What follows belongs to an exercise in optimizing a design on an open flow for small area and a short achievable clock period; a production flow would make more cautious choices. At most, simulation tests tie the RTL to the original design; equivalence was not proved. The RTL of runs 7 and 8 was laid out without a check of its function. Power figures rest on the tool's default switching activity, not on a simulated workload.

$ cat flow/run.sh
#!/bin/bash
# The standard layout (standard.sh), with these settings changed:
#   ADDER_MAP_FILE empty: synthesis does not extract full/half adder cells
#   SETUP_SLACK_MARGIN: timing repair aims for this much setup slack
#   BUFFER_PORTS_ARGS: the port buffers are the smallest buffer cell
set -euo pipefail
bash standard.sh ADDER_MAP_FILE= SETUP_SLACK_MARGIN=16 "BUFFER_PORTS_ARGS=-buffer_cell sky130_fd_sc_hd__buf_1" finish > flow.log 2>&1
$ cat standard.sh
#!/bin/bash
# synth_recipe.tcl (not shown) runs the flow's synth.tcl, then flattens the netlist and writes it again
# the make line also repeats each setting of config.mk as NAME=value (left out here)
make -C /OpenROAD-flow-scripts/flow DESIGN_CONFIG=/design/flow/config.mk WORK_HOME=/design/flow/orfs CLKGATE_MAP_FILE= SYNTH_SCRIPT=/design/flow/synth_recipe.tcl "${@:-finish}"
$ cat config.mk
export PLATFORM = sky130hd
export DESIGN_NAME = ALU_TOP
export DESIGN_NICKNAME = ALU_TOP
export VERILOG_FILES = /design/flow/design.v
export SDC_FILE = /design/flow/constraint.sdc
export NUM_CORES = 4
export LEC_CHECK = 0
export ABC_AREA = 1
export CAP_MARGIN = 20
export CORE_MARGIN = 2
export CORE_UTILIZATION = 60
export SLEW_MARGIN = 20
export TNS_END_PERCENT = 0
$ cat constraint.sdc
create_clock -name core_clock -period 32.0 [get_ports {clk}]
set_input_delay 6.4000 -clock core_clock [delete_from_list [all_inputs] [get_ports {clk}]]
set_output_delay 6.4000 -clock core_clock [all_outputs]
set_load 0.01 [all_outputs]
$ cat design.v
module Decoder(
input       wire    [3:0]     ALU_FUN,
input       wire              VLD,
output      wire              Arith_EN,Logic_EN,CMP_EN,Shift_EN
);
assign Arith_EN = VLD & (ALU_FUN[3:2] == 2'b00);
assign Logic_EN = VLD & (ALU_FUN[3:2] == 2'b01);
assign CMP_EN   = VLD & (ALU_FUN[3:2] == 2'b10);
assign Shift_EN = VLD & (ALU_FUN[3:2] == 2'b11);
endmodule
module Arithmetic_Unit #(parameter W = 16, parameter TOPO = 0) (
input    wire     [W-1:0]   X,Y,
input    wire               CI,
output   wire     [W-1:0]   S,
output   wire               CO,
output   wire               PP
);
localparam L = (W <= 2) ? 1 : (W <= 4) ? 2 : (W <= 8) ? 3 : 4;
wire [W-1:0] p0 = X ^ Y;
wire [W:0]   c;
genvar l, j;
generate
if (TOPO == 3) begin : g_plain
  assign {c[W], S} = {1'b0, X} + {1'b0, Y} + {{W{1'b0}}, CI};
end else if (TOPO == 2) begin : g_bk
  wire [W-1:0] g [0:2*L];
  wire [W-1:0] p [0:2*L];
  assign g[0] = (X & Y) | {{(W-1){1'b0}}, p0[0] & CI};
  assign p[0] = p0;
  for (l = 0; l < L; l = l + 1) begin : g_up
    for (j = 0; j < W; j = j + 1) begin : g_bit
      if (((j + 1) % (1 << (l + 1))) == 0) begin : g_op
        assign g[l+1][j] = g[l][j] | (p[l][j] & g[l][j - (1 << l)]);
        assign p[l+1][j] = p[l][j] & p[l][j - (1 << l)];
      end else begin : g_cp
        assign g[l+1][j] = g[l][j];
        assign p[l+1][j] = p[l][j];
      end
    end
  end
  for (l = L - 1; l >= 0; l = l - 1) begin : g_dn
    for (j = 0; j < W; j = j + 1) begin : g_bit
      if ((((j + 1) % (1 << (l + 1))) == (1 << l)) && (j >= (1 << (l + 1)))) begin : g_op
        assign g[2*L-l][j] = g[2*L-l-1][j] | (p[2*L-l-1][j] & g[2*L-l-1][j - (1 << l)]);
        assign p[2*L-l][j] = p[2*L-l-1][j] & p[2*L-l-1][j - (1 << l)];
      end else begin : g_cp
        assign g[2*L-l][j] = g[2*L-l-1][j];
        assign p[2*L-l][j] = p[2*L-l-1][j];
      end
    end
  end
  assign c = {g[2*L], CI};
end else begin : g_pp
  wire [W-1:0] g [0:L];
  wire [W-1:0] p [0:L];
  assign g[0] = (X & Y) | {{(W-1){1'b0}}, p0[0] & CI};
  assign p[0] = p0;
  for (l = 0; l < L; l = l + 1) begin : g_lvl
    for (j = 0; j < W; j = j + 1) begin : g_bit
      if (TOPO == 1) begin : g_ks
        if (j >= (1 << l)) begin : g_op
          assign g[l+1][j] = g[l][j] | (p[l][j] & g[l][j - (1 << l)]);
          assign p[l+1][j] = p[l][j] & p[l][j - (1 << l)];
        end else begin : g_cp
          assign g[l+1][j] = g[l][j];
          assign p[l+1][j] = p[l][j];
        end
      end else begin : g_sk
        if ((j >> l) & 1) begin : g_op
          assign g[l+1][j] = g[l][j] | (p[l][j] & g[l][((j >> l) << l) - 1]);
          assign p[l+1][j] = p[l][j] & p[l][((j >> l) << l) - 1];
        end else begin : g_cp
          assign g[l+1][j] = g[l][j];
          assign p[l+1][j] = p[l][j];
        end
      end
    end
  end
  assign c = {g[L], CI};
end
endgenerate
generate
if (TOPO != 3) begin : g_sum
  assign S = p0 ^ c[W-1:0];
end
endgenerate
assign CO = c[W];
assign PP = &p0;
endmodule
module Logic_Unit(
input    wire     [15:0]    A,NB,
input    wire     [1:0]     FUN,
input    wire               Logic_EN,
output   wire     [15:0]    Logic_OUT,
output   wire               Logic_Flag
);
wire [15:0] B = ~NB;
wire [15:0] r = FUN[0] ? (A | B) : (A & B);
assign Logic_OUT  = {16{Logic_EN}} & (r ^ {16{FUN[1]}});
assign Logic_Flag = Logic_EN;
endmodule
module CMP_Unit(
input    wire                GE,
input    wire                EQ,
input    wire     [1:0]      FUN,
input    wire                CMP_EN,
output   wire     [15:0]     CMP_OUT,
output   wire                CMP_Flag
);
wire eq = EQ;
reg  r;
always @(*)
begin
  case (FUN)
    2'b00: r = 1'b0;
    2'b01: r = eq;
    2'b10: r = GE & ~eq;
    2'b11: r = ~GE;
  endcase
end
assign CMP_OUT  = {15'b0, CMP_EN & r};
assign CMP_Flag = CMP_EN;
endmodule
module Shift_Unit(
input    wire     [15:0]     A,NB,
input    wire     [1:0]      FUN,
input    wire                Shift_EN,
output   wire     [15:0]     Shift_OUT,
output   wire                Shift_Flag
);
wire [15:0] v = FUN[1] ? ~NB : A;
assign Shift_OUT  = {16{Shift_EN}} & (FUN[0] ? {v[14:0], 1'b0} : {1'b0, v[15:1]});
assign Shift_Flag = Shift_EN;
endmodule
module ALU_TOP(
input    wire     [15:0]     A,B,
input    wire     [3:0]      ALU_FUN,
input    wire                clk,
input    wire                RST,
output   wire      [15:0]    Arith_OUT,Logic_OUT,CMP_OUT,Shift_OUT,
output   wire                Carry_OUT,
output   wire                Arith_Flag,Logic_Flag,CMP_Flag,Shift_Flag
);
localparam M = 7;       
localparam TOPO = 0;    
wire is_mul = (ALU_FUN == 4'b0010);
wire is_div = (ALU_FUN == 4'b0011);
wire is_add = (ALU_FUN == 4'b0000);
wire is_sub = (ALU_FUN == 4'b0001);
wire [15:0] x_in [16:M];
assign x_in[16] = is_mul ? 16'b0 : A;
wire [15:M] q_hi;
genvar i;
generate
for (i = 15; i >= M; i = i - 1) begin : g_row_in
  wire [15-i:0] y = is_mul ? (A[15-i:0] & {(16-i){B[i]}}) : ~B[15-i:0];
  wire          bz = ~|B[15:16-i];
  wire          cout;
  wire [15-i:0] s;
  Arithmetic_Unit #(.W(16-i), .TOPO(TOPO)) U_row (.X(x_in[i+1][15:i]), .Y(y), .CI(~is_mul), .S(s), .CO(cout), .PP());
  assign q_hi[i] = cout & bz;
  wire take = is_mul | (is_div & q_hi[i]);
  assign x_in[i] = {take ? s : x_in[i+1][15:i], x_in[i+1][i-1:0]};
end
endgenerate
reg [15:0]   X_r, Y_r;
reg [15:M]   Q_r;
reg [M-1:0]  G_r;
reg [3:0]    fun_r;
reg          mul_r, div_r, add_r, as_r, ci_r;
reg          vld_r;
always @(posedge clk or negedge RST)
begin
  if (!RST)
    vld_r <= 1'b0;
  else
    vld_r <= 1'b1;
end
always @(posedge clk)
begin
  X_r   <= x_in[M];
  Y_r   <= is_mul ? A : is_add ? B : ~B;
  Q_r   <= q_hi;
  G_r   <= is_mul ? B[M-1:0] : {M{1'b1}};
  fun_r <= ALU_FUN;
  mul_r <= is_mul;
  div_r <= is_div;
  add_r <= is_add;
  as_r  <= is_add | is_sub;
  ci_r  <= ~is_mul & ~is_add;
end
wire arith_en, logic_en, cmp_en, shift_en;
Decoder U_Decoder (.ALU_FUN(fun_r), .VLD(vld_r),
  .Arith_EN(arith_en), .Logic_EN(logic_en), .CMP_EN(cmp_en), .Shift_EN(shift_en));
wire [15:0] x_out [M:0];
assign x_out[M] = X_r;
wire [M-1:0] q_lo;
wire         co0;
wire         eq0;
generate
for (i = M-1; i >= 0; i = i - 1) begin : g_row_out
  wire [15-i:0] y = Y_r[15-i:0] & {(16-i){G_r[i]}};
  wire          bz;
  if (i == 0) begin : g_bz0
    assign bz = 1'b1;
  end else begin : g_bz
    assign bz = ~|(~Y_r[15:16-i]);
  end
  wire          cout, pp;
  wire [15-i:0] s;
  Arithmetic_Unit #(.W(16-i), .TOPO(TOPO)) U_row (.X(x_out[i+1][15:i]), .Y(y), .CI(ci_r), .S(s), .CO(cout), .PP(pp));
  assign q_lo[i] = cout & bz;
  if (i == 0) begin : g_x0
    wire take = mul_r | as_r;
    assign x_out[i] = take ? s : x_out[i+1];
    assign eq0 = pp;
    assign co0 = cout;
  end else begin : g_x
    wire take = mul_r | (div_r & q_lo[i]);
    assign x_out[i] = {take ? s : x_out[i+1][15:i], x_out[i+1][i-1:0]};
  end
end
endgenerate
wire [15:0] quot = {Q_r, q_lo};
assign Arith_OUT  = {16{arith_en}} & (div_r ? quot : x_out[0]);
assign Carry_OUT  = arith_en & add_r & co0;
assign Arith_Flag = arith_en;
CMP_Unit U_CMP (.GE(co0), .EQ(eq0), .FUN(fun_r[1:0]), .CMP_EN(cmp_en),
  .CMP_OUT(CMP_OUT), .CMP_Flag(CMP_Flag));
Logic_Unit U_logic (.A(X_r), .NB(Y_r), .FUN(fun_r[1:0]), .Logic_EN(logic_en),
  .Logic_OUT(Logic_OUT), .Logic_Flag(Logic_Flag));
Shift_Unit U_Shift (.A(X_r), .NB(Y_r), .FUN(fun_r[1:0]), .Shift_EN(shift_en),
  .Shift_OUT(Shift_OUT), .Shift_Flag(Shift_Flag));
endmodule
==> results of run 1 <==
## cell usage in the layout, fill, tap and decap left out, types with 11 or more instances in the layout
| cell type | synthesis | routed |
|---|---|---|
| buf_4 | 21 | 130 |
| clkbuf_16 | 0 | 11 |
| nand3_2 | 55 | 74 |
| nor2_4 | 8 | 33 |
| nand3_4 | 6 | 17 |
| nand2_2 | 124 | 194 |
| o221ai_1 | 14 | 14 |
| nand2_8 | 8 | 27 |
| a21oi_2 | 12 | 22 |
| o22ai_1 | 15 | 15 |
| o21ai_0 | 84 | 80 |
| nor2_1 | 122 | 92 |
| nand2_4 | 63 | 86 |
| xnor2_1 | 21 | 21 |
| inv_2 | 25 | 27 |
| conb_1 | 2 | 16 |
| a21oi_1 | 116 | 101 |
| inv_1 | 301 | 295 |
| nand3b_2 | 19 | 11 |
| buf_1 | 1 | 82 |
| nand3_1 | 237 | 209 |
| o21ai_2 | 7 | 11 |
| nor3_1 | 15 | 11 |
| nor2_2 | 23 | 28 |
| nand4_1 | 18 | 18 |
| o21ai_1 | 15 | 13 |
| nand3b_1 | 52 | 52 |
| nand2_1 | 823 | 730 |
| dfxtp_1 | 57 | 44 |
| xor2_1 | 41 | 41 |
## critical path, delay by kind of cell (launching register included)
family | cells | cell delay, ps
AND/OR/NAND/NOR | 64 | 7690
AO/OA/AOI/OAI | 3 | 460
flip-flops | 1 | 480
buffers and inverters | 7 | 960
## Yosys cell counts, types with 6 or more instances
cell | n | area, um^2
o221ai_1 | 14 | 122.6
nor2_1 | 122 | 457.9
nand4_1 | 18 | 112.6
a21boi_0 | 9 | 67.56
xnor2_1 | 21 | 183.9
clkbuf_8 | 21 | 289.0
xor2_1 | 41 | 359.1
inv_2 | 25 | 93.84
a21boi_1 | 12 | 90.09
dfxtp_1 | 57 | 1141
o21ai_0 | 84 | 420.4
nor2_2 | 23 | 143.9
buf_6 | 18 | 202.7
nand3_1 | 237 | 1186
nand2_1 | 823 | 3089
nand3b_2 | 19 | 214.0
inv_1 | 301 | 1130
nand3b_1 | 52 | 390.4
nand2_2 | 124 | 775.7
nand3_4 | 6 | 105.1
nand2_8 | 8 | 160.2
a21oi_2 | 12 | 105.1
o21bai_1 | 6 | 45.04
nand2_4 | 63 | 709.4
nand3_2 | 55 | 550.5
buf_4 | 21 | 157.7
o22ai_1 | 15 | 93.84
o21ai_2 | 7 | 61.31
clkbuf_1 | 19 | 71.32
o21ai_1 | 15 | 75.07
nor2_4 | 8 | 90.09
a21oi_1 | 116 | 580.6
nor3_1 | 15 | 75.07
## registers in the layout, summed over array words and instances (netlist names)
register,count
vld_r,1
ci_r,1
as_r,1
div_r,1
Q_r,9
fun_r,4
mul_r,1
Y_r,16
G_r,7
X_r,16
add_r,1
## path summary, 6_finish.rpt
path | start | to | slack [ps]
worst max-delay path | div_r | CMP_OUT[0] | 15660
worst min-delay path | RST | vld_r | 5820
max in group asynchronous | RST | vld_r | 26090
min in group core_clock | ALU_FUN[1] | fun_r[1] | 6290
## stage by stage
| stage | total power, mW | worst slack, ps | cells | hold WS (ps) |
|---|---|---|---|---|
| after detailed placement | 0.4461 | 14910 | 2749 | 6165 |
| after global placement | 0.4422 | 15130 | 2749 | 6164 |
| after CTS | 0.5710 | 15970 | 2841 | 5814 |
| final | 0.6392 | 15660 | 2923 | 5817 |
| after floorplan | 0.3819 | 17580 | 2459 | 6104 |
| after global routing | 0.6832 | 15060 | 2923 | 5819 |
## power breakdown
part / switching [mW] / internal (mW)
sequential: 0.00983 / 0.0769
clock: 0.0363 / 0.0605
combinational: 0.294 / 0.162
## layout make-up
cell class              instances  area share
repair buffers                239     0.09606
flip-flops and latches         58     0.07124
clock buffers                   9     0.01337
inverters                     334     0.07771
clock inverters                 7    0.004606
multi-input cells            1991      0.7158
well taps                     285     0.02117
## metal layers
metal	track usage	share of wire
met5	0	0
met4	0.2018	0.063
met3	0.03600	0.086
met2	0.6539	0.46
met1	0.4731	0.39
## cell families after synthesis
| family | Yosys count | share of synthesized area |
|---|---|---|
| flip-flops | 58 | 0.08370 |
| buffers and inverters | 431 | 0.1604 |
| AO/OA/AOI/OAI | 302 | 0.1265 |
| XOR/XNOR | 62 | 0.03898 |
| other | 2 | 0.0005390 |
| AND/OR/NAND/NOR | 1590 | 0.5899 |
## timing repair
item | CTS | global route
setup buffers | 60 | 75
hold buffers | 0 | 0
cloned | 16 | 7
resized for setup | 115 | 242
setup endpoints to repair | 28 | 28
pin swaps | 46 | 137
==> impl_metrics.json, run 1 <==
{
  "critPathRequiredTime_ps": 25600,
  "cp.arrival_ps": 9940,
  "yosys_most_used_dff": "dfxtp_1",
  "wl_per_cell_um": 17.35,
  "synth_cell_types": 60,
  "critPathKind": "flop to primary output",
  "fp.dieW_um": 156.4,
  "cp_slowest_stage_delay_ps": 480,
  "nets": 2671,
  "ios": 107,
  "finalWeightedCongestion": 0.9909,
  "grt_overflow": 0,
  "clk_pin_slew_ps": 60,
  "initial_core_util": 0.6135,
  "grt_start_max_net_pins": 80,
  "cp-start-kind": "flop",
  "die_area_um2": 24450,
  "utilization": 0.7417,
  "cp_slowest_cell": "dfxtp_1",
  "finalMaxSlewViolations": 0,
  "layout_min_cycle_time_ps": 16340,
  "syn_area_um2": 13930,
  "dpl.hpwl_um": 35320,
  "first_iter_violations": 1489,
  "port_buffers": 91,
  "layout.area.seq_um2": 1200,
  "outcome": "no timing/DRC/antenna violations",
  "drc": 0,
  "via_count": 17047,
  "synth-async-reset-ratio": 0.01724,
  "min_period_over_period": 0.5107,
  "area_growth_pct": 20.89,
  "rsz0062_at_grt": "true",
  "placeableCoreArea_um2": 22710,
  "multiInputGateArea_um2": 12060,
  "crit_path_end_kind": "primary output",
  "htree_num_levels": 3,
  "power_leakage_nw": 9.378,
  "num_antenna_cells": 0,
  "synth_edf_count": 0,
  "grt_util_all_layers": 0.3815,
  "relSlewSlack": 0.2098,
  "clock_path_buffers": 2,
  "fmax_ghz": 0.06119,
  "rows": 55,
  "grt_pass1_wl_um": 74850,
  "clock_sinks": 58,
  "antenna_left": 0,
  "hp-class": "primary input to asynchronous set/reset pin",
  "ir_drop_mv": 0.02450,
  "wl_um": 50720,
  "power-per-cell-area_nw_per_um2": 37.95,
  "synth.yosys.seq_area_share": 0.08370,
  "ys_ff_latch": 58,
  "root_buffer": "clkbuf_16",
  "cts_tree": "done",
  "critPathMaxFanout": 8,
  "drt_first_pass_iters": 6,
  "antenna_found_initial": 0,
  "finalSetupViolations": 0,
  "post_dp_cell_area_um2": 13800,
  "via_per_inst": 5.832,
  "yosys_warnings": 18,
  "design_area_um2": 16840,
  "worst_slew_pin_slew_ps": 1176,
  "grt_pass1_vias": 14764,
  "maxCapViolCount": 0,
  "tns_ps": 0,
  "cts-buffers-inserted": 9,
  "avgSynthCellArea_um2": 5.698,
  "hold_viol_final": 0,
  "drive_above_1_share": 0.2908,
  "fillers": 1977,
  "netlist_instances": 2445,
  "die_h_um": 156.4
}
==> run 2, diff against run 1 <==
==> flow/run.sh (replaced) <==
#!/bin/bash
# The standard layout (standard.sh), with these settings changed:
#   ADDER_MAP_FILE empty: synthesis does not extract full/half adder cells
#   SETUP_SLACK_MARGIN: timing repair aims for this much setup slack
#   BUFFER_PORTS_ARGS: the port buffers are the smallest buffer cell
set -euo pipefail
bash standard.sh ADDER_MAP_FILE= SETUP_SLACK_MARGIN=14 "BUFFER_PORTS_ARGS=-buffer_cell sky130_fd_sc_hd__buf_1" finish > flow.log 2>&1
--- a/config.mk
+++ b/config.mk
@@ -10,4 +10,3 @@
 export CORE_MARGIN = 2
 export CORE_UTILIZATION = 60
 export SLEW_MARGIN = 20
-export TNS_END_PERCENT = 0
==> run 2 against run 1 <==
Non-clock buffer count is 129 lower. Combinational power is about 20% lower. Fmax is 4.8% lower. Cell count is 5.1% lower. Routed wire length is 12% lower. Sequential power is 0.5% higher. Cell area is 15% lower. Global-route usage is 2.2 points lower. Die area stayed put. Worst setup slack worse by 820 ps. Count of clock-buffer cells in the layout stayed put. Critical path type unchanged. Largest cell class unchanged. Largest power group unchanged.
==> impl_metrics.json, run 2 <==
{
  "outcome": "no timing/DRC/antenna violations",
  "cts_tree": "done",
  "layout_min_cycle_time_ps": 17160,
  "final_cells": 2774,
  "rows": 55,
  "ios": 107,
  "power_mw": 0.5513,
  "via_per_inst": 5.645,
  "drc": 0,
  "relSlewSlack": 0.2435,
  "antenna_left": 0,
  "wl_per_cell_um": 16.05,
  "min_period_over_period": 0.5362,
  "synthTopCellsByArea": "nand2_1 (22%), nand3_1 (8.5%), dfxtp_1 (8.2%)",
  "die_h_um": 156.4,
  "post_dp_cell_area_um2": 13800,
  "htree_num_levels": 3,
  "nets": 2522,
  "tns_ps": 0,
  "avgSynthCellArea_um2": 5.698,
  "synth-async-reset-ratio": 0.01724,
  "via_count": 15658,
  "grt_overflow": 0,
  "netlist_instances": 2445,
  "final_common_cell": "nand2_1",
  "cp.arrival_ps": 10760,
  "syn_area_um2": 13930,
  "reg_top3": "X_r: 16 flops, Y_r: 16 flops, Q_r: 9 flops",
  "critPathRequiredTime_ps": 25600,
  "critPathKind": "flop to primary output",
  "fp.dieW_um": 156.4,
  "yosysTopAreaCellShare": 0.2217,
  "num_antenna_cells": 0,
  "finalMaxSlewViolations": 0,
  "hold_viol_final": 0,
  "grt_pass1_wl_um": 70340,
  "clock_sinks": 58,
  "finalWeightedCongestion": 0.9909,
  "crit_path_end_kind": "primary output",
  "fmax_ghz": 0.05828,
  "drt_first_pass_iters": 6,
  "port_buffers": 91,
  "place_inst": 2749,
  "dpl.hpwl_um": 35320,
  "clk_pin_slew_ps": 60,
  "yosysMostFrequentCell": "nand2_1",
  "maxCapViolCount": 0,
  "cts-buffers-inserted": 9,
  "area_growth_pct": 2.353,
  "hold_buffers": 0,
  "drive_above_1_share": 0.1667,
  "wl_um": 44540,
  "grt_pass1_vias": 13906,
  "ir_drop_mv": 0.02361,
  "grt_start_max_net_pins": 72,
  "cp_common_cell": "nand2_1",
  "power_leakage_nw": 8.250,
  "design_area_um2": 14260,
  "initial_core_util": 0.6135,
  "power-per-cell-area_nw_per_um2": 38.66,
  "clock_path_buffers": 2,
  "utilization": 0.6279,
  "synth_cell_types": 60,
  "antenna_found_initial": 0,
  "hp-class": "primary input to asynchronous set/reset pin",
  "dpl_worst_slack_ps": 14910,
  "worst_slew_pin_slew_ps": 1126,
  "synth_top_area_cell": "nand2_1",
  "critPathMaxFanout": 20,
  "yosys_most_used_dff": "dfxtp_1",
  "cp_slowest_cell": "dfxtp_2",
  "netlist_top_cells_count": "nand2_1 (823), inv_1 (301), nand3_1 (237), nand2_2 (124), nor2_1 (122)",
  "synth.yosys.seq_area_share": 0.08370,
  "grt_util_all_layers": 0.3595,
  "hold_slack_ps": 5817,
  "yosys_warnings": 18,
  "die_area_um2": 24450,
  "layout_common_cells": "nand2_1 (823), inv_1 (300), nand3_1 (237)",
  "synth_edf_count": 0,
  "placeableCoreArea_um2": 22710,
  "first_iter_violations": 1337,
  "setup_ws_ps": 14840,
  "ys_ff_latch": 58,
  "cp_slowest_stage_delay_ps": 540,
  "rsz0062_at_grt": "false",
  "finalSetupViolations": 0,
  "root_buffer": "clkbuf_16",
  "cp-start-kind": "flop"
}
-- run 2: cell count changes in the layout (fill, tap and decap cells not counted), sizes merged --
cell      before   now
inv          326   328
nand3        300   298
buf          230   110
clkinv         7     6
clkbuf        18     9
clkinvlp       7     6
nand2       1037  1019
-- run 2: what timing repair did --
| item | in CTS | in global routing |
|---|---|---|
| buffers inserted | 0 | 8 |
| resized for setup | 0 | 16 |
| setup endpoints to repair | 0 | 27 |
-- run 2: per-layer routing --
metal / GRT usage / up-vias / part of all wire
met4: 0.1603 / 0 / 0.046
li1: - / 7837 / -
met1: 0.4577 / 7034 / 0.42
met3: 0.03074 / 132 / 0.073
met5: 0 / - / 0
met2: 0.6184 / 655 / 0.46
-- run 2: area by class of cell --
class	count	area (um^2)
Multi-Input combinational cell	1971	10640
Fill cell	2319	8449
Inverter	334	1271
Sequential cell	58	1172
Timing Repair Buffer	110	513.0
Tap cell	285	356.6
Clock buffer	9	225.2
Clock inverter	7	77.57
-- run 2: critical path: cells and delay by family, from the launching register on --
family	cells	cell delay [ps]
simple gates	66	7540
compound gates	7	1470
buf+inv	7	850
flops	1	540
-- run 2: cell families after synthesis --
group                  after synthesis  synth area share
AND/OR/NAND/NOR                   1590            0.5899
buffers and inverters              431            0.1604
AO/OA/AOI/OAI                      302            0.1265
XOR/XNOR                            62           0.03898
flip-flops                          58           0.08370
other                                2         0.0005390
-- run 2: final timing paths --
kind | end | startpoint | slack [ps]
min in group core_clock | fun_r[3] | ALU_FUN[3] | 6250
max in group asynchronous | vld_r | RST | 26090
hold / removal | vld_r | RST | 5820
setup / recovery | CMP_OUT[0] | Y_r[4] | 14840
-- run 2: power by group --
part	total [mW]	switching (mW)	internal [mW]
sequential	0.0872	0.0102	0.0770
clock	0.0966	0.0361	0.0605
combinational	0.367	0.247	0.121
==> run 3, diff against run 2 <==
--- a/design.v
+++ b/design.v
@@ -141,8 +141,8 @@
 output   wire                Carry_OUT,
 output   wire                Arith_Flag,Logic_Flag,CMP_Flag,Shift_Flag
 );
-localparam M = 7;       
-localparam TOPO = 0;    
+localparam M = 6;       
+localparam TOPO = 2;    
 wire is_mul = (ALU_FUN == 4'b0010);
 wire is_div = (ALU_FUN == 4'b0011);
 wire is_add = (ALU_FUN == 4'b0000);
==> run 3 against run 2 <==
Still clean on timing, DRC and antenna. Sequential power increased by 3.1%. Non-clock buffer count unchanged. Flip-flop and latch count stayed put. Count of clock-buffer cells in the layout stayed put. Cell area fell by 9.4%. Worst setup slack lost 22 ps. First-iteration DRC count is 1.6% higher. Critical path depth down 4. Synthesized cell count decreased by 11%. Fmax fell by 0.13%. Largest cell class unchanged. Largest power group unchanged.
==> impl_metrics.json, run 3 <==
{
  "root_buffer": "clkbuf_16",
  "cp_slowest_stage_delay_ps": 680,
  "htree_num_levels": 3,
  "power-per-cell-area_nw_per_um2": 39.08,
  "wl_um": 42760,
  "clock_path_buffers": 2,
  "worst_slew_pin_slew_ps": 1011,
  "dpl_worst_slack_ps": 14130,
  "cts_tree": "done",
  "placeableCoreArea_um2": 19650,
  "synth.yosys.seq_area_share": 0.09638,
  "layout_min_cycle_time_ps": 17180,
  "yosys_most_used_dff": "dfxtp_1",
  "area_growth_pct": 6.743,
  "avgSynthCellArea_um2": 5.540,
  "rows": 51,
  "synth_top_area_cell": "nand2_1",
  "cts-buffers-inserted": 9,
  "place_inst": 2478,
  "reg_top3": "X_r: 16 flops, Y_r: 16 flops, Q_r: 10 flops",
  "synthTopCellsByArea": "nand2_1 (20%), dfxtp_1 (9.4%), nand3_1 (8.1%)",
  "grt_pass1_vias": 13333,
  "yosys_warnings": 18,
  "setup_ws_ps": 14820,
  "hp-class": "primary input to asynchronous set/reset pin",
  "synth-async-reset-ratio": 0.01724,
  "critPathMaxFanout": 19,
  "antenna_left": 0,
  "via_count": 14578,
  "yosysTopAreaCellShare": 0.2048,
  "grt_util_all_layers": 0.3809,
  "maxCapViolCount": 0,
  "grt_start_max_net_pins": 76,
  "clk_pin_slew_ps": 60,
  "ios": 107,
  "rsz0062_at_grt": "false",
  "finalMaxSlewViolations": 0,
  "layout_common_cells": "nand2_1 (657), inv_1 (256), nand3_1 (194)",
  "fp.dieW_um": 146.0,
  "antenna_found_initial": 0,
  "cp_common_cell": "nand2_1",
  "min_period_over_period": 0.5369,
  "drc": 0,
  "clock_sinks": 58,
  "critPathRequiredTime_ps": 25600,
  "outcome": "no timing/DRC/antenna violations",
  "cp.arrival_ps": 10780,
  "ys_ff_latch": 58,
  "crit_path_end_kind": "primary output",
  "yosysMostFrequentCell": "nand2_1",
  "synth_edf_count": 0,
  "finalWeightedCongestion": 1.028,
  "cp-start-kind": "flop",
  "synth_cell_types": 56,
  "die_h_um": 146.0,
  "via_per_inst": 5.815,
  "drt_first_pass_iters": 5,
  "finalSetupViolations": 0,
  "final_cells": 2507,
  "hold_viol_final": 0,
  "dpl.hpwl_um": 33260,
  "wl_per_cell_um": 17.06,
  "syn_area_um2": 12100,
  "relSlewSlack": 0.3234,
  "port_buffers": 91,
  "final_common_cell": "nand2_1",
  "drive_above_1_share": 0.1490,
  "fmax_ghz": 0.05820,
  "nets": 2275,
  "grt_overflow": 0,
  "ir_drop_mv": 0.03451,
  "power_leakage_nw": 6.997,
  "grt_pass1_wl_um": 66260,
  "initial_core_util": 0.6156,
  "netlist_instances": 2184,
  "die_area_um2": 21320,
  "hold_slack_ps": 5819,
  "critPathKind": "flop to primary output",
  "tns_ps": 0,
  "cp_slowest_cell": "dfxtp_1",
  "first_iter_violations": 1358,
  "netlist_top_cells_count": "nand2_1 (660), inv_1 (256), nand3_1 (196), nor2_1 (138), o21ai_0 (126)",
  "num_antenna_cells": 0
}
==> run 3: kinds of logic (layout without fill, tap and decap cells) <==
logic type | Yosys count | count (layout) | synth area share
other cells | 2 | 16 | 0.0006207
compound gates | 372 | 372 | 0.1801
flops | 58 | 58 | 0.09638
buf+inv | 378 | 418 | 0.1453
fa+ha+maj | 1 | 1 | 0.0008273
simple gates | 1286 | 1290 | 0.5138
xor+xnor | 87 | 87 | 0.06298
==> run 3: layout make-up <==
cell class | count | area [um^2]
multi-input combinational | 1766 | 9443
fill | 2001 | 6739
sequential | 58 | 1181
inverter | 292 | 1109
timing repair buffer | 110 | 524.3
tap | 265 | 331.6
clock buffer | 9 | 225.2
clock inverter | 7 | 101.3
==> run 3: timing repair <==
action / CTS / global route
setup endpoints to repair: 0 / 29
setup buffers: 0 / 8
hold buffers: 0 / 0
gates resized for setup: 0 / 55
==> run 3: per-layer routing <==
metal	part of all wire	GRT usage	vias to the layer above
li1	-	-	7124
met1	0.38	0.4354	6552
met2	0.47	0.6800	702
met3	0.075	0.04953	200
met4	0.068	0.2204	0
met5	0	0	-
==> run 3: critical path, delay by kind of cell (launching register included) <==
| family | cells | cell delay [ps] |
|---|---|---|
| compound gates | 18 | 3180 |
| flops | 1 | 680 |
| buf+inv | 4 | 710 |
| simple gates | 54 | 5860 |
==> run 3: path summary, 6_finish.rpt <==
check                          endpoint  startpoint  slack (ps)
worst min-delay path              vld_r         RST        5820
min in group core_clock        fun_r[2]  ALU_FUN[2]        6210
worst max-delay path       Arith_OUT[4]      Y_r[3]       14820
max in group asynchronous         vld_r         RST       26080
==> run 3: power by group <==
part           internal, mW  leakage, nW  switching [mW]
sequential           0.0771        0.486          0.0128
clock                0.0687        0.153          0.0359
combinational         0.105         6.36           0.205
total                 0.251         7.00           0.254
==> run 3: through the flow <==
step	utilization	cell area [um^2]	total power [mW]
after floorplan	-	12150	0.3243
after global placement	0.6232	12250	0.3833
after detailed placement	0.6234	12250	0.3851
after CTS	0.6400	12580	0.4900
after global routing	0.6571	12910	0.5426
final	0.6571	12910	0.5048
==> run 4, diff against run 3 <==
--- a/config.mk
+++ b/config.mk
@@ -9,4 +9,5 @@
 export CAP_MARGIN = 20
 export CORE_MARGIN = 2
 export CORE_UTILIZATION = 60
+export PLACE_DENSITY = 0.75
 export SLEW_MARGIN = 20
==> run 4 against run 3 <==
Still clean on timing, DRC and antenna. Combinational power increased by 2%. Utilization increased by 1.2 points. Via count increased by 0.87%. Non-clock buffer count increased by 9. Die area unchanged. Worst setup slack got worse by 150 ps. Critical path depth increased by 3. Global-route usage increased by 0.056 points. Synthesized area unchanged.
==> impl_metrics.json, run 4 <==
{
  "outcome": "no timing/DRC/antenna violations",
  "grt_util_all_layers": 0.3814,
  "grt_pass1_vias": 13326,
  "via_per_inst": 5.840,
  "finalSetupViolations": 0,
  "critPathKind": "flop to primary output",
  "place_inst": 2477,
  "rows": 51,
  "finalWeightedCongestion": 1.049,
  "synthTopCellsByArea": "nand2_1 (20%), dfxtp_1 (9.4%), nand3_1 (8.1%)",
  "synth_top_area_cell": "nand2_1",
  "drt_first_pass_iters": 8,
  "synth_cell_types": 56,
  "critPathMaxFanout": 13,
  "cp.arrival_ps": 10940,
  "wl_um": 43670,
  "syn_area_um2": 12100,
  "yosysMostFrequentCell": "nand2_1",
  "drive_above_1_share": 0.1576,
  "antenna_found_initial": 1,
  "root_buffer": "clkbuf_16",
  "placeableCoreArea_um2": 19650,
  "via_count": 14705,
  "power-per-cell-area_nw_per_um2": 39.56,
  "power_leakage_nw": 7.113,
  "layout_common_cells": "nand2_1 (654), inv_1 (256), nand3_1 (191)",
  "critPathRequiredTime_ps": 25600,
  "area_growth_pct": 8.666,
  "die_h_um": 146.0,
  "cp_slowest_stage_delay_ps": 600,
  "tns_ps": 0,
  "rsz0062_at_grt": "false",
  "clk_pin_slew_ps": 60,
  "netlist_instances": 2184,
  "cp_common_cell": "nand2_1",
  "fp.dieW_um": 146.0,
  "cts-buffers-inserted": 9,
  "dpl.hpwl_um": 33440,
  "min_period_over_period": 0.5418,
  "avgSynthCellArea_um2": 5.540,
  "antenna_left": 0,
  "nets": 2287,
  "num_antenna_cells": 0,
  "finalMaxSlewViolations": 0,
  "htree_num_levels": 3,
  "synth-async-reset-ratio": 0.01724,
  "layout_min_cycle_time_ps": 17340,
  "relSlewSlack": 0.2207,
  "fillers": 1946,
  "clock_path_buffers": 2,
  "crit_path_end_kind": "primary output",
  "cp-start-kind": "flop",
  "clock_sinks": 58,
  "wl_per_cell_um": 17.34,
  "ir_drop_mv": 0.02403,
  "yosysTopAreaCellShare": 0.2048,
  "cts_tree": "done",
  "netlist_top_cells_count": "nand2_1 (660), inv_1 (256), nand3_1 (196), nor2_1 (138), o21ai_0 (126)",
  "cp_slowest_cell": "dfxtp_1",
  "yosys_warnings": 18,
  "worst_slew_pin_slew_ps": 1165,
  "final_cells": 2518,
  "ios": 107,
  "yosys_most_used_dff": "dfxtp_1",
  "synth.yosys.seq_area_share": 0.09638,
  "grt_start_max_net_pins": 80,
  "fmax_ghz": 0.05768,
  "crit_start": "ci_r",
  "initial_core_util": 0.6156,
  "grt_overflow": 0,
  "final_common_cell": "nand2_1",
  "ys_ff_latch": 58,
  "reg_top3": "X_r: 16 flops, Y_r: 16 flops, Q_r: 10 flops",
  "first_iter_violations": 1437,
  "die_area_um2": 21320,
  "synth_edf_count": 0,
  "port_buffers": 91,
  "hold_viol_final": 0,
  "hp-class": "primary input to asynchronous set/reset pin",
  "drc": 0,
  "grt_pass1_wl_um": 66190,
  "maxCapViolCount": 0
}
[run 4: cell counts after synthesis]
No cell type changed its count.
[run 4: cell families after synthesis]
group | synth area share
flip-flops | 0.09638
XOR/XNOR | 0.06298
buffers and inverters | 0.1453
AND/OR/NAND/NOR | 0.5138
adder cells (fa/ha/maj) | 0.0008273
other | 0.0006207
AO/OA/AOI/OAI | 0.1801
[run 4: final cells by class]
type	count	area (um^2)	share of cell area
Inverter	292	1116	0.08489
Clock buffer	11	252.7	0.01922
Sequential cell	58	1177	0.08955
Tap cell	265	331.6	0.02522
Timing Repair Buffer	119	610.6	0.04644
Clock inverter	4	98.84	0.007518
Multi-Input combinational cell	1769	9560	0.7272
[run 4: how the worst max path moves through the flow]
stage	slack, ps	endpoint	cells past startpoint
final	14660	CMP_OUT[0]	79
after global routing	13830	Arith_OUT[15]	99
after CTS	14230	CMP_OUT[0]	85
after detailed placement	13620	X_r[10]	99
after global placement	13890	X_r[11]	99
after floorplan	17150	CMP_OUT[0]	97
[run 4: critical path: cells and delay by family, from the launching register on]
kind	cells	cell delay, ps
AO/OA/AOI/OAI	14	2090
XOR/XNOR	1	350
buffers and inverters	7	930
flip-flops	1	600
AND/OR/NAND/NOR	57	6590
[run 4: power by group]
group / internal [mW] / total, mW / switching (mW)
sequential: 0.0772 / 0.0901 / 0.0129
combinational: 0.107 / 0.316 / 0.209
clock: 0.0799 / 0.114 / 0.0340
total: 0.265 / 0.520 / 0.256
[run 4: through the flow]
step	utilization	total power, mW	hold slack (ps)	setup WS (ps)	area (um^2)
after CTS	0.6409	0.4983	5813	14230	12600
after detailed placement	0.6229	0.3844	6166	13620	12240
after global placement	0.6229	0.3812	6164	13890	12240
final	0.6690	0.5201	5816	14660	13150
after global routing	0.6690	0.5554	5825	13830	13150
after floorplan	-	0.3243	6104	17150	12150
[run 4: what timing repair did]
item                       4_1_cts  5_1_grt
pin swaps                        0       11
setup endpoints to repair       10       29
gates resized for setup          1       72
cloned                           0        9
hold endpoints to repair         0        0
hold buffers                     0        0
setup buffers                    0       17
[run 4: layer usage]
metal | GRT usage | wire length (um) | up-vias
met5 | 0 | 7 | -
met4 | 0.2369 | 2873 | 2
met2 | 0.6684 | 20770 | 789
met3 | 0.04922 | 3636 | 188
met1 | 0.4402 | 16380 | 6585
li1 | - | - | 7141
==> run 5, diff against run 4 <==
--- a/config.mk
+++ b/config.mk
@@ -8,6 +8,5 @@
 export ABC_AREA = 1
 export CAP_MARGIN = 20
 export CORE_MARGIN = 2
-export CORE_UTILIZATION = 60
-export PLACE_DENSITY = 0.75
+export CORE_UTILIZATION = 68
 export SLEW_MARGIN = 20
==> run 5 against run 4 <==
Combinational power is 3% higher. Global-route usage up 6.7 points. Sequential power grew 0.8%. Flip-flop and latch count unchanged. First-iteration DRC count rose by 51%. Clock power fell by 21%. Via count up 4.4%. Sequential share of layout area up 0.12 points.
==> impl_metrics.json, run 5 <==
{
  "nets": 2284,
  "crit_start": "Y_r[0]",
  "layout_min_cycle_time_ps": 17370,
  "worst_slew_pin_slew_ps": 1054,
  "antenna_left": 0,
  "via_per_inst": 6.203,
  "cp_slowest_cell": "dfxtp_2",
  "power-per-cell-area_nw_per_um2": 38.74,
  "grt_overflow": 0,
  "drive_above_1_share": 0.1613,
  "fmax_ghz": 0.05758,
  "drt_first_pass_iters": 9,
  "hp-class": "primary input to asynchronous set/reset pin",
  "design_area_um2": 13040,
  "grt_start_max_net_pins": 67,
  "critPathKind": "flop to primary output",
  "hold_buffers": 0,
  "rows": 48,
  "post_dp_cell_area_um2": 12190,
  "wl_per_cell_um": 18.11,
  "ys_ff_latch": 58,
  "finalSetupViolations": 0,
  "critPathBufInv": 9,
  "final_common_cell": "nand2_1",
  "yosysMostFrequentCell": "nand2_1",
  "min_period_over_period": 0.5428,
  "critPathMaxFanout": 11,
  "num_antenna_cells": 0,
  "finalWeightedCongestion": 1.096,
  "dpl.hpwl_um": 32520,
  "cp.arrival_ps": 10970,
  "area_growth_pct": 7.797,
  "cp_common_cell": "nand2_1",
  "synth_top_area_cell": "nand2_1",
  "yosysTopAreaCellShare": 0.2048,
  "grt_pass1_wl_um": 65980,
  "yosys_warnings": 18,
  "synth-async-reset-ratio": 0.01724,
  "hold_slack_ps": 5825,
  "outcome": "no timing/DRC/antenna violations",
  "reg_top3": "X_r: 16 flops, Y_r: 16 flops, Q_r: 10 flops",
  "layout_common_cells": "nand2_1 (646), inv_1 (256), nand3_1 (188)",
  "finalMaxSlewViolations": 0,
  "hold_viol_final": 0,
  "via_count": 15359,
  "synth_edf_count": 0,
  "synth_cell_types": 56,
  "fp.dieW_um": 137.4,
  "antenna_found_initial": 0,
  "cts-buffers-inserted": 9,
  "first_iter_violations": 2170,
  "clock_path_buffers": 2,
  "die_h_um": 137.4,
  "synthTopCellsByArea": "nand2_1 (20%), dfxtp_1 (9.4%), nand3_1 (8.1%)",
  "avgSynthCellArea_um2": 5.540,
  "tns_ps": 0,
  "grt_util_all_layers": 0.4489,
  "cp_slowest_stage_delay_ps": 380,
  "die_area_um2": 18880,
  "ios": 107,
  "clock_sinks": 58,
  "relSlewSlack": 0.2947,
  "crit_path_end_kind": "primary output",
  "ir_drop_mv": 0.02937,
  "yosys_most_used_dff": "dfxtp_1",
  "crit_family": "simple AND/OR/NAND/NOR gates",
  "power_leakage_nw": 7.063,
  "port_buffers": 91,
  "netlist_instances": 2184,
  "maxCapViolCount": 0,
  "netlist_top_cells_count": "nand2_1 (660), inv_1 (256), nand3_1 (196), nor2_1 (138), o21ai_0 (126)",
  "rsz0062_at_grt": "false",
  "synth.yosys.seq_area_share": 0.09638,
  "htree_num_levels": 3,
  "syn_area_um2": 12100,
  "initial_core_util": 0.6971,
  "placeableCoreArea_um2": 17360,
  "grt_pass1_vias": 13041,
  "root_buffer": "clkbuf_16",
  "clk_pin_slew_ps": 60,
  "critPathRequiredTime_ps": 25600,
  "cts_tree": "done",
  "wl_um": 44850,
  "drc": 0,
  "cp-start-kind": "flop"
}
run 5: cell count changes in the layout (fill, tap and decap cells not counted), sizes merged:
cell      delta
inv          +2
clkinvlp     +3
buf          -1
bufinv       -3
clkbuf       -4
nand2        +1
run 5: worst paths after layout:
path	end	slack, ps	cells past startpoint
max	Carry_OUT	14630	94
min	vld_r	5830	1
max in group asynchronous	vld_r	26080	1
min in group core_clock	fun_r[3]	6220	1
run 5: routing by layer:
layer,global-route usage,part of all wire
met1,0.5066,0.35
met2,0.7222,0.44
met3,0.1192,0.12
met4,0.3408,0.091
met5,0,0
run 5: final cells by class:
cell class	count	area [um^2]
sequential	58	1184
inverter	292	1109
tap	225	281.5
clock inverter	6	41.29
multi-input combinational	1770	9614
timing repair buffer	115	574.3
clock buffer	10	239.0
fill	1499	4314
run 5: cells by family (layout without fill, tap and decap cells):
group	after synthesis	count (layout)	share of synthesized area
other	2	16	0.0006207
xor gates and xnor gates	87	87	0.06298
AOI/OAI and AO/OA	372	372	0.1801
DFF	58	58	0.09638
buffers and inverters	378	423	0.1453
and+or+nand+nor	1286	1294	0.5138
adders and majority gates	1	1	0.0008273
run 5: metrics by stage:
| stage | setup WS, ps | power (mW) | std cells | util |
|---|---|---|---|---|
| 2_1_floorplan | 17150 | 0.3243 | 2198 | - |
| 3_3_place_gp | 14440 | 0.3800 | 2437 | 0.7024 |
| 3_5_place_dp | 14280 | 0.3840 | 2437 | 0.7024 |
| 4_1_cts | 14280 | 0.4737 | 2453 | 0.7186 |
| 5_1_grt | 13790 | 0.5403 | 2476 | 0.7514 |
| 6_report | 14630 | 0.5053 | 2476 | 0.7514 |
run 5: repair_timing:
| action | 4_1_cts | 5_1_grt |
|---|---|---|
| endpoints found under the setup margin | 0 | 29 |
| resized for setup | 0 | 87 |
| buffers inserted | 0 | 14 |
run 5: power by group:
part           internal, mW  leakage (nW)  switching (mW)  total (mW)
clock network        0.0544         0.131          0.0352      0.0896
registers            0.0771         0.486          0.0136      0.0908
logic                 0.108          6.45           0.217       0.325
total                 0.240          7.06           0.266       0.505
==> run 6, diff against run 5 <==
==> flow/run.sh (replaced) <==
#!/bin/bash
# The standard layout (standard.sh), with these settings changed:
#   ADDER_MAP_FILE empty: synthesis does not extract full/half adder cells
#   SETUP_SLACK_MARGIN: timing repair aims for this much setup slack
#   BUFFER_PORTS_ARGS: the port buffers are the smallest buffer cell
set -euo pipefail
bash standard.sh ADDER_MAP_FILE= SETUP_SLACK_MARGIN=15 "BUFFER_PORTS_ARGS=-buffer_cell sky130_fd_sc_hd__buf_1" finish > flow.log 2>&1
--- a/config.mk
+++ b/config.mk
@@ -8,5 +8,5 @@
 export ABC_AREA = 1
 export CAP_MARGIN = 20
 export CORE_MARGIN = 2
-export CORE_UTILIZATION = 68
+export CORE_UTILIZATION = 60
 export SLEW_MARGIN = 20
==> run 6 against run 5 <==
Still clean on timing, DRC and antenna. Sequential share of layout area is 1.2 points lower. Flip-flop and latch count stayed put. Synthesized cell count stayed put. Fmax hardly changed. Non-clock buffer count is 106 higher. Die area is 13% higher. Cell area is 16% higher. Combinational power is 23% higher. Synthesized area stayed put. Critical path type unchanged. Critical endpoint is now Arith_OUT[15]. Largest cell class unchanged. Largest power group unchanged.
==> impl_metrics.json, run 6 <==
{
  "area_growth_pct": 25.22,
  "yosys_warnings": 18,
  "synth_edf_count": 0,
  "die_h_um": 146.0,
  "netlist_instances": 2184,
  "critPathBufInv": 10,
  "drc": 0,
  "nets": 2400,
  "synthTopCellsByArea": "nand2_1 (20%), dfxtp_1 (9.4%), nand3_1 (8.1%)",
  "synth-async-reset-ratio": 0.01724,
  "cp_common_cell": "nand2_2",
  "grt_util_all_layers": 0.3869,
  "yosysMostFrequentCell": "nand2_1",
  "grt_pass1_vias": 13451,
  "antenna_left": 0,
  "avgSynthCellArea_um2": 5.540,
  "relSlewSlack": 0.3112,
  "p_sw_mw": 0.3053,
  "port_buffers": 91,
  "internal_power_mw": 0.2898,
  "grtUsageMet2": 0.6913,
  "p_seq_frac": 0.152,
  "netlist_top_cells_count": "nand2_1 (660), inv_1 (256), nand3_1 (196), nor2_1 (138), o21ai_0 (126)",
  "crit_path_end_kind": "primary output",
  "ir_drop_mv": 0.03473,
  "hold_buffers": 0,
  "htree_num_levels": 3,
  "comb_power_share": 0.672,
  "power.share.switching": 0.5130,
  "crit_family": "simple AND/OR/NAND/NOR gates",
  "layout_min_cycle_time_ps": 17360,
  "first_iter_violations": 2112,
  "fmax_ghz": 0.05759,
  "power-per-cell-area_nw_per_um2": 39.28,
  "fp.dieW_um": 146.0,
  "synth.yosys.seq_area_share": 0.09638,
  "cp.arrival_ps": 10960,
  "rows": 51,
  "maxCapViolCount": 0,
  "wl_per_cell_um": 19.05,
  "final_cells": 2632,
  "grt_util_met3": 0.04232,
  "place_inst": 2478,
  "syn_area_um2": 12100,
  "hold_slack_ps": 5820,
  "via_per_inst": 6.191,
  "rsz0062_at_grt": "true",
  "clock_sinks": 58,
  "synth_top_area_cell": "nand2_1",
  "critPathKind": "flop to primary output",
  "grt_pass1_wl_um": 67300,
  "antenna_found_initial": 0,
  "grt_start_max_net_pins": 46,
  "finalMaxSlewViolations": 0,
  "yosys_most_used_dff": "dfxtp_1",
  "drt_first_pass_iters": 22,
  "cp_slowest_stage_delay_ps": 610,
  "design_area_um2": 15150,
  "cts_tree": "done",
  "hp-class": "primary input to asynchronous set/reset pin",
  "fillers": 1531,
  "finalWeightedCongestion": 1.028,
  "initial_core_util": 0.6156,
  "drive_above_1_share": 0.2847,
  "cp-start-kind": "flop",
  "grt_overflow": 0,
  "wl_um": 50140,
  "outcome": "no timing/DRC/antenna violations",
  "critPathMaxFanout": 8,
  "die_area_um2": 21320,
  "critPathRequiredTime_ps": 25600,
  "ys_ff_latch": 58,
  "via_count": 16296,
  "min_period_over_period": 0.5426,
  "placeableCoreArea_um2": 19650,
  "ios": 107,
  "hold_viol_final": 0,
  "cts-buffers-inserted": 9,
  "worst_slew_pin_slew_ps": 1029,
  "synth_cell_types": 56,
  "finalSetupViolations": 0,
  "reg_top3": "X_r: 16 flops, Y_r: 16 flops, Q_r: 10 flops",
  "final_common_cell": "nand2_1",
  "tns_ps": 0,
  "clock_path_buffers": 2,
  "gr-max-usage-layer": "met2",
  "root_buffer": "clkbuf_16",
  "yosysTopAreaCellShare": 0.2048,
  "clkPwrFrac": 0.176,
  "post_dp_cell_area_um2": 12250,
  "power_leakage_nw": 7.984,
  "num_antenna_cells": 0,
  "dpl.hpwl_um": 33260,
  "clk_pin_slew_ps": 60,
  "utilization": 0.7709,
  "cp_slowest_cell": "dfxtp_1",
  "met1_usage": 0.4439,
  "layout_common_cells": "nand2_1 (544), inv_1 (247), nand2_2 (192)"
}
-- run 6: cell counts after synthesis --
No cell type changed its count.
-- run 6: power groups by stage --
stage          combinational [mW]  clock [mW]  sequential (mW)
2_1_floorplan               0.242           0           0.0818
3_3_place_gp                0.293           0           0.0903
3_5_place_dp                0.295           0           0.0902
4_1_cts                     0.299       0.105           0.0887
5_1_grt                     0.430       0.108           0.0904
6_report                    0.400       0.105           0.0905
-- run 6: how the worst max path moves through the flow --
stage                     startpoint             to  slack, ps  cells after the start
after floorplan               Y_r[0]     CMP_OUT[0]      17150                     97
after global placement    ALU_FUN[1]        X_r[13]      14330                     95
after detailed placement  ALU_FUN[1]        X_r[15]      14130                     95
after CTS                     Y_r[0]      Carry_OUT      15010                     97
after global routing          X_r[7]  Arith_OUT[15]      14040                     91
final                         X_r[7]  Arith_OUT[15]      14640                     95
-- run 6: metrics by stage --
step | power [mW] | setup slack (ps)
2_1_floorplan | 0.3243 | 17150
3_3_place_gp | 0.3833 | 14330
3_5_place_dp | 0.3851 | 14130
4_1_cts | 0.4923 | 15010
5_1_grt | 0.6289 | 14040
6_report | 0.5952 | 14640
-- run 6: final cells by class --
cell class	instances	area (um^2)	area share
Clock buffer	9	225.2	0.01486
Clock inverter	7	101.3	0.006689
Inverter	292	1139	0.07515
Multi-Input combinational cell	1779	10680	0.7047
Sequential cell	58	1197	0.07903
Tap cell	265	331.6	0.02188
Timing Repair Buffer	221	1469	0.09695
Timing Repair inverter	1	11.26	0.0007432
-- run 6: logic make-up (layout without fill, tap and decap cells) --
family                   count (synthesis)  after routing  synth area share
AND/OR/NAND/NOR                       1286           1303            0.5138
buffers and inverters                  378            530            0.1453
AO/OA/AOI/OAI                          372            372            0.1801
XOR/XNOR                                87             87           0.06298
flip-flops                              58             58           0.09638
other                                    2             16         0.0006207
adder cells (fa/ha/maj)                  1              1         0.0008273
-- run 6: layer usage --
metal / wire length [um] / up-vias
met2: 22810 / 1174
met5: 0 / -
met4: 4695 / 0
met1: 17360 / 7270
met3: 5278 / 430
li1: - / 7422
-- run 6: repair_timing --
| action | in CTS | in global routing |
|---|---|---|
| pin swaps | 1 | 141 |
| gates cloned | 3 | 18 |
| endpoints found under the setup margin | 28 | 29 |
| gates resized for setup | 31 | 357 |
| setup buffers | 1 | 116 |
==> run 7, diff against run 6 <==
--- a/design.v
+++ b/design.v
@@ -141,7 +141,7 @@
 output   wire                Carry_OUT,
 output   wire                Arith_Flag,Logic_Flag,CMP_Flag,Shift_Flag
 );
-localparam M = 6;       
+localparam M = 5;       
 localparam TOPO = 2;    
 wire is_mul = (ALU_FUN == 4'b0010);
 wire is_div = (ALU_FUN == 4'b0011);
==> flow/run.sh (replaced) <==
#!/bin/bash
# The standard layout (standard.sh), with these settings changed:
#   ADDER_MAP_FILE empty: synthesis does not extract full/half adder cells
#   SETUP_SLACK_MARGIN: timing repair aims for this much setup slack
#   BUFFER_PORTS_ARGS: the port buffers are the smallest buffer cell
set -euo pipefail
bash standard.sh ADDER_MAP_FILE= SETUP_SLACK_MARGIN=13 "BUFFER_PORTS_ARGS=-buffer_cell sky130_fd_sc_hd__buf_1" finish > flow.log 2>&1
==> run 7 against run 6 <==
Sequential share of layout area grew 1.7 points. Highest routed layer is now met5. Critical endpoint is now X_r[5]. Cell count is 9.4% lower. Combinational power is about 30% lower. Routed wire length down 17%. Still clean on timing, DRC and antenna. Global-route usage up 0.65 points. Via count is 12% lower. First-iteration DRC count shrank 24%. Non-clock buffer count fell by 96. Fmax decreased by 3.3%.
==> impl_metrics.json, run 7 <==
{
  "outcome": "no timing/DRC/antenna violations",
  "netlist_instances": 2079,
  "grt_util_all_layers": 0.3934,
  "critPathRequiredTime_ps": 32260,
  "layout_common_cells": "nand2_1 (636), nand3_1 (238), inv_1 (233)",
  "finalSetupViolations": 0,
  "clk_pin_slew_ps": 50,
  "fillers": 1796,
  "finalWeightedCongestion": 1.005,
  "yosys_most_used_dff": "dfxtp_1",
  "clock_path_buffers": 2,
  "drive_above_1_share": 0.1044,
  "ios": 107,
  "synth-async-reset-ratio": 0.01724,
  "yosysMostFrequentCell": "nand2_1",
  "maxCapViolCount": 0,
  "synth_cell_types": 50,
  "via_count": 14329,
  "crit_start": "ALU_FUN[1]",
  "cp.arrival_ps": 18220,
  "cts_tree": "done",
  "rows": 49,
  "antenna_left": 0,
  "dpl.hpwl_um": 30530,
  "drc": 0,
  "cts-buffers-inserted": 9,
  "crit_path_end_kind": "flop",
  "yosys_warnings": 18,
  "root_buffer": "clkbuf_16",
  "critPathKind": "primary input to flop",
  "synth.yosys.seq_area_share": 0.1048,
  "die_h_um": 140.2,
  "die_area_um2": 19650,
  "clock_sinks": 58,
  "relSlewSlack": 0.2954,
  "hold_viol_final": 0,
  "first_iter_violations": 1610,
  "hold_slack_ps": 5826,
  "hp-class": "primary input to asynchronous set/reset pin",
  "via_per_inst": 6.010,
  "worst_slew_pin_slew_ps": 1053,
  "critPathCapture": "X_r[5]",
  "rsz0062_at_grt": "true",
  "cp_slowest_stage_delay_ps": 290,
  "cp-start-kind": "primary input",
  "synthTopCellsByArea": "nand2_1 (22%), nand3_1 (11%), dfxtp_1 (10%)",
  "cp_common_cell": "nand2_1",
  "yosysTopAreaCellShare": 0.2175,
  "design_area_um2": 12210,
  "placeableCoreArea_um2": 18090,
  "ir_drop_mv": 0.02599,
  "nets": 2188,
  "wl_per_cell_um": 17.38,
  "area_growth_pct": 9.691,
  "fp.dieW_um": 140.2,
  "antenna_found_initial": 1,
  "synth_top_area_cell": "nand2_1",
  "power-per-cell-area_nw_per_um2": 38.69,
  "wl_um": 41430,
  "reg_top3": "X_r: 16 flops, Y_r: 16 flops, Q_r: 11 flops",
  "fmax_ghz": 0.05570,
  "finalMaxSlewViolations": 0,
  "grt_overflow": 0,
  "ys_ff_latch": 58,
  "htree_num_levels": 3,
  "initial_core_util": 0.6154,
  "power_leakage_nw": 6.446,
  "hold_buffers": 0,
  "tns_ps": 0,
  "cp_slowest_cell": "o21ai_1",
  "dpl_worst_slack_ps": 12310,
  "critPathMaxFanout": 14,
  "min_period_over_period": 0.5610,
  "grt_pass1_wl_um": 62680,
  "drt_first_pass_iters": 7,
  "final_common_cell": "nand2_1",
  "avgSynthCellArea_um2": 5.353,
  "grt_start_max_net_pins": 68,
  "post_dp_cell_area_um2": 11320,
  "synth_edf_count": 0,
  "port_buffers": 91,
  "grt_pass1_vias": 12423,
  "num_antenna_cells": 0,
  "layout_min_cycle_time_ps": 17950,
  "netlist_top_cells_count": "nand2_1 (645), nand3_1 (241), inv_1 (239), o21ai_0 (167), nor2_1 (122)",
  "syn_area_um2": 11130,
  "setup_ws_ps": 14050
}
## run 7: cell types whose count changed in the layout (fill, tap and decap cells not counted), sizes merged, moves of 5 or more
cell and delta:
o211ai +5, nand3b -9, nand4 -13, inv -34, a21oi +5, nor2 -24
nand2 -97, nand3 +26, buf -93, o21ai +20
## run 7: how the worst min path moves through the flow
stage	startpoint	endpoint	slack, ps
after global routing	RST	vld_r	5830
after CTS	RST	vld_r	5830
after detailed placement	RST	vld_r	6170
final	RST	vld_r	5830
after floorplan	RST	vld_r	6100
after global placement	RST	vld_r	6160
## run 7: kinds of logic (layout without fill, tap and decap cells)
kind of cell / Yosys count / count (layout) / share of synthesized area
and+or+nand+nor: 1175 / 1185 / 0.4816
DFF: 58 / 58 / 0.1048
buffers and inverters: 350 / 402 / 0.1381
AOI/OAI and AO/OA: 407 / 407 / 0.2056
other: 2 / 16 / 0.0006748
muxes: 1 / 1 / 0.0008994
xor gates and xnor gates: 86 / 86 / 0.06835
## run 7: what timing repair did
item | in CTS | in global routing
pin swaps | 0 | 8
endpoints found under the setup margin | 18 | 30
resized for setup | 5 | 78
cloned | 0 | 11
setup buffers | 0 | 24
## run 7: area by class of cell
type	instances	area, um^2	area share
clock buffers	10	239.0	0.01958
clock inverters	6	88.84	0.007277
inverters	260	1013	0.08302
multi-input cells	1695	8776	0.7189
flip-flops and latches	58	1172	0.09603
well taps	229	286.5	0.02347
repair buffers	125	620.6	0.05084
repair inverters	1	11.26	0.0009224
## run 7: where the power goes
| part | internal [mW] | total (mW) | leakage [nW] | switching [mW] |
|---|---|---|---|---|
| sequential | 0.0774 | 0.0894 | 0.486 | 0.0120 |
| clock | 0.0702 | 0.104 | 0.155 | 0.0333 |
| combinational | 0.0948 | 0.279 | 5.81 | 0.185 |
| total | 0.242 | 0.472 | 6.45 | 0.230 |
## run 7: critical path, delay by kind of cell
family | cells | cell delay [ps]
AND/OR/NAND/NOR | 101 | 10060
AO/OA/AOI/OAI | 6 | 940
buffers and inverters | 7 | 760
## run 7: per-layer routing
layer,track usage,routed length [um]
met4,0.2217,2633
met3,0.03829,3689
met5,0,13
met2,0.6873,19380
met1,0.4727,15710
## run 7: through the flow
stage,power [mW],utilization,cells
5_1_grt,0.5064,0.6750,2384
2_1_floorplan,0.2953,-,2093
4_1_cts,0.4553,0.6449,2349
3_5_place_dp,0.3519,0.6262,2333
3_3_place_gp,0.3493,0.6262,2333
6_report,0.4724,0.6750,2384
==> run 8, diff against run 7 <==
==> flow/run.sh (replaced) <==
#!/bin/bash
# The standard layout (standard.sh), with these settings changed:
#   ADDER_MAP_FILE empty: synthesis does not extract full/half adder cells
#   SETUP_SLACK_MARGIN: timing repair aims for this much setup slack
#   ABC_LOAD_IN_FF: load synthesis assumes on each gate output (fF)
#   BUFFER_PORTS_ARGS: the port buffers are the smallest buffer cell
set -euo pipefail
bash standard.sh ADDER_MAP_FILE= ABC_LOAD_IN_FF=1 SETUP_SLACK_MARGIN=13 "BUFFER_PORTS_ARGS=-buffer_cell sky130_fd_sc_hd__buf_1" finish > flow.log 2>&1
==> run 8 against run 7 <==
First-iteration DRC count down 15%. Routed wire length down 0.98%. Sequential power about the same. Total power up 0.45%. Clock power about the same. Critical endpoint is now Arith_OUT[15].
==> impl_metrics.json, run 8 <==
{
  "ir_drop_mv": 0.02888,
  "rows": 50,
  "dpl_worst_slack_ps": 12340,
  "utilization": 0.6569,
  "power-per-cell-area_nw_per_um2": 38.49,
  "grt_util_all_layers": 0.3846,
  "cp.arrival_ps": 11630,
  "synth_top_area_cell": "nand2_1",
  "place_inst": 2334,
  "synth-async-reset-ratio": 0.01724,
  "yosysMostFrequentCell": "nand2_1",
  "synthTopCellsByArea": "nand2_1 (19%), nand3_1 (10%), dfxtp_1 (9.9%)",
  "synth_cell_types": 58,
  "tns_ps": 0,
  "finalSetupViolations": 0,
  "clk_pin_slew_ps": 50,
  "relSlewSlack": 0.2440,
  "yosys_most_used_dff": "dfxtp_1",
  "area_growth_pct": 7.202,
  "layout_min_cycle_time_ps": 18030,
  "via_per_inst": 5.923,
  "crit_path_end_kind": "primary output",
  "cts-buffers-inserted": 9,
  "yosys_warnings": 18,
  "ys_ff_latch": 58,
  "grt_overflow": 0,
  "multiInputGateArea_um2": 8964,
  "final_cells": 2379,
  "drc": 0,
  "wl_met2_um": 19150,
  "placeableCoreArea_um2": 18770,
  "setup_ws_ps": 13970,
  "critPathMaxFanout": 13,
  "first_iter_violations": 1367,
  "avgSynthCellArea_um2": 5.532,
  "grt_pass1_vias": 12205,
  "layout_common_cells": "nand2_1 (579), inv_1 (232), nand3_1 (232)",
  "root_buffer": "clkbuf_16",
  "power_leakage_nw": 6.450,
  "drt_first_pass_iters": 8,
  "ios": 107,
  "cts_tree": "done",
  "syn_area_um2": 11500,
  "num_antenna_cells": 0,
  "cp_common_cell": "nand2_1",
  "synth.yosys.seq_area_share": 0.1014,
  "wl_met3_um": 3380,
  "hp-class": "primary input to asynchronous set/reset pin",
  "critPathRequiredTime_ps": 25600,
  "port_buffers": 91,
  "maxCapViolCount": 0,
  "cp_slowest_stage_delay_ps": 440,
  "antenna_found_initial": 0,
  "die_h_um": 142.5,
  "synth_edf_count": 0,
  "final_common_cell": "nand2_1",
  "min_period_over_period": 0.5636,
  "critPathKind": "flop to primary output",
  "antenna_left": 0,
  "outcome": "no timing/DRC/antenna violations",
  "netlist_instances": 2079,
  "hold_viol_final": 0,
  "fillers": 1881,
  "die_area_um2": 20290,
  "cp_slowest_cell": "o21ai_1",
  "layout.area.seq_um2": 1172,
  "fmax_ghz": 0.05545,
  "drt-met1-wl_um": 16120,
  "fp.dieW_um": 142.5,
  "clock_path_buffers": 2,
  "dpl.hpwl_um": 30960,
  "wl_per_cell_um": 17.25,
  "cp-start-kind": "flop",
  "wl_um": 41030,
  "drive_above_1_share": 0.1347,
  "hold_slack_ps": 5828,
  "yosysTopAreaCellShare": 0.1909,
  "clock_sinks": 58,
  "finalWeightedCongestion": 1.009,
  "reg_top3": "X_r: 16 flops, Y_r: 16 flops, Q_r: 11 flops",
  "worst_slew_pin_slew_ps": 1130,
  "initial_core_util": 0.6128,
  "netlist_top_cells_count": "nand2_1 (585), inv_1 (237), nand3_1 (233), o21ai_0 (167), a21oi_1 (119)",
  "finalMaxSlewViolations": 0,
  "routed.top_layer": "met4",
  "htree_num_levels": 3,
  "grt_pass1_wl_um": 62350,
  "via_count": 14092,
  "rsz0062_at_grt": "false",
  "nets": 2178,
  "grt_start_max_net_pins": 73
}
==> run 8: cell types whose count changed in the layout (fill, tap and decap cells not counted), sizes merged <==
cell and change:
clkinv +2, clkinvlp -1, buf -6, nand3 -1, clkbuf +1, inv -4, bufinv +1, nand2 -2
==> run 8: metal layers <==
metal	vias to the layer above	GRT usage
met5	-	0
met4	0	0.1933
met3	171	0.04576
met2	704	0.6700
met1	6334	0.4664
li1	6883	-
==> run 8: final cells by class <==
type | count | area share
Inverter | 260 | 0.08281
Multi-Input combinational cell | 1692 | 0.7270
Sequential cell | 58 | 0.09509
Clock inverter | 5 | 0.006393
Timing Repair Buffer | 119 | 0.04526
Clock buffer | 11 | 0.01969
Tap cell | 234 | 0.02375
==> run 8: per-stage QoR <==
| step | cell area (um^2) | power (mW) |
|---|---|---|
| 2_1_floorplan | 11550 | 0.3037 |
| 3_3_place_gp | 11600 | 0.3572 |
| 3_5_place_dp | 11600 | 0.3595 |
| 4_1_cts | 11940 | 0.4608 |
| 5_1_grt | 12330 | 0.5098 |
| 6_report | 12330 | 0.4745 |
==> run 8: worst paths after layout <==
path / cells past startpoint / start / end / slack (ps)
min in group core_clock: 1 / ALU_FUN[3] / fun_r[3] / 6270
max: 85 / Y_r[1] / Arith_OUT[15] / 13970
min: 1 / RST / vld_r / 5830
max in group asynchronous: 1 / RST / vld_r / 26070
==> run 8: timing repair <==
item                                    4_1_cts  5_1_grt
cloned                                        0        7
setup buffers                                 0       22
hold buffers                                  0        0
pin swaps                                     0        6
endpoints found under the setup margin       18       30
gates resized for setup                       5       55
==> run 8: where the power goes <==
part	internal (mW)	switching, mW
Sequential	0.0775	0.0122
Clock	0.0700	0.0312
Combinational	0.0975	0.186
Total	0.245	0.230
==> run 8: worst max-delay path, delay by kind of cell (launching register included) <==
family / cells / cell delay, ps
flops: 1 / 380
compound gates: 20 / 4030
buf+inv: 5 / 680
xor+xnor: 1 / 280
simple gates: 59 / 5920
==> run 8: logic make-up (layout without fill, tap and decap cells) <==
group,count (synthesis),count (layout),share of synthesized area
buffers and inverters,350,395,0.1412
AND/OR/NAND/NOR,1175,1182,0.4885
multiplexers,1,1,0.0008704
other,2,16,0.0006530
flip-flops,58,58,0.1014
AO/OA/AOI/OAI,407,407,0.2013
XOR/XNOR,86,86,0.06615

==> afterwards: timing with drivers on the ports <==
In the flow no input, the clock included, has a driving cell. The finished layouts below were timed again as built, in two steps.
Step 1 sets driving cells, clkbuf_16 on the clock port and buf_2 on the other inputs (assumed; they add their load-dependent delay and slew).
Step 2, shift: input delay + t, output delay - t, t = (earliest + latest rising clock arrival at the registers) / 2. This alone moves slack from input paths to output paths.
Three values: ideal ports, drivers, drivers and shift; two values: the first two.
run | t (ns) | setup slack, ns | slew at the worst register clock pin (ns)
run 1 | 0.375 | 15.657 / 15.613 / 15.988 | 0.06 / 0.06
run 2 | 0.375 | 14.840 / 14.795 / 15.157 | 0.06 / 0.06
run 3 | 0.369 | 14.818 / 14.777 / 14.712 | 0.06 / 0.06
run 4 | 0.375 | 14.664 / 14.622 / 14.836 | 0.06 / 0.06
run 5 | 0.358 | 14.631 / 14.594 / 14.823 | 0.06 / 0.06
run 6 | 0.367 | 14.635 / 14.594 / 14.961 | 0.06 / 0.06
run 7 | 0.368 | 14.048 / 14.023 / 13.696 | 0.05 / 0.05
run 8 | 0.354 | 13.966 / 13.931 / 13.917 | 0.05 / 0.05
After both steps every run listed still meets setup and hold. For run 7, which loses most, drivers alone change the setup slack by -0.025 ns; drivers and shift together by -0.352 ns.
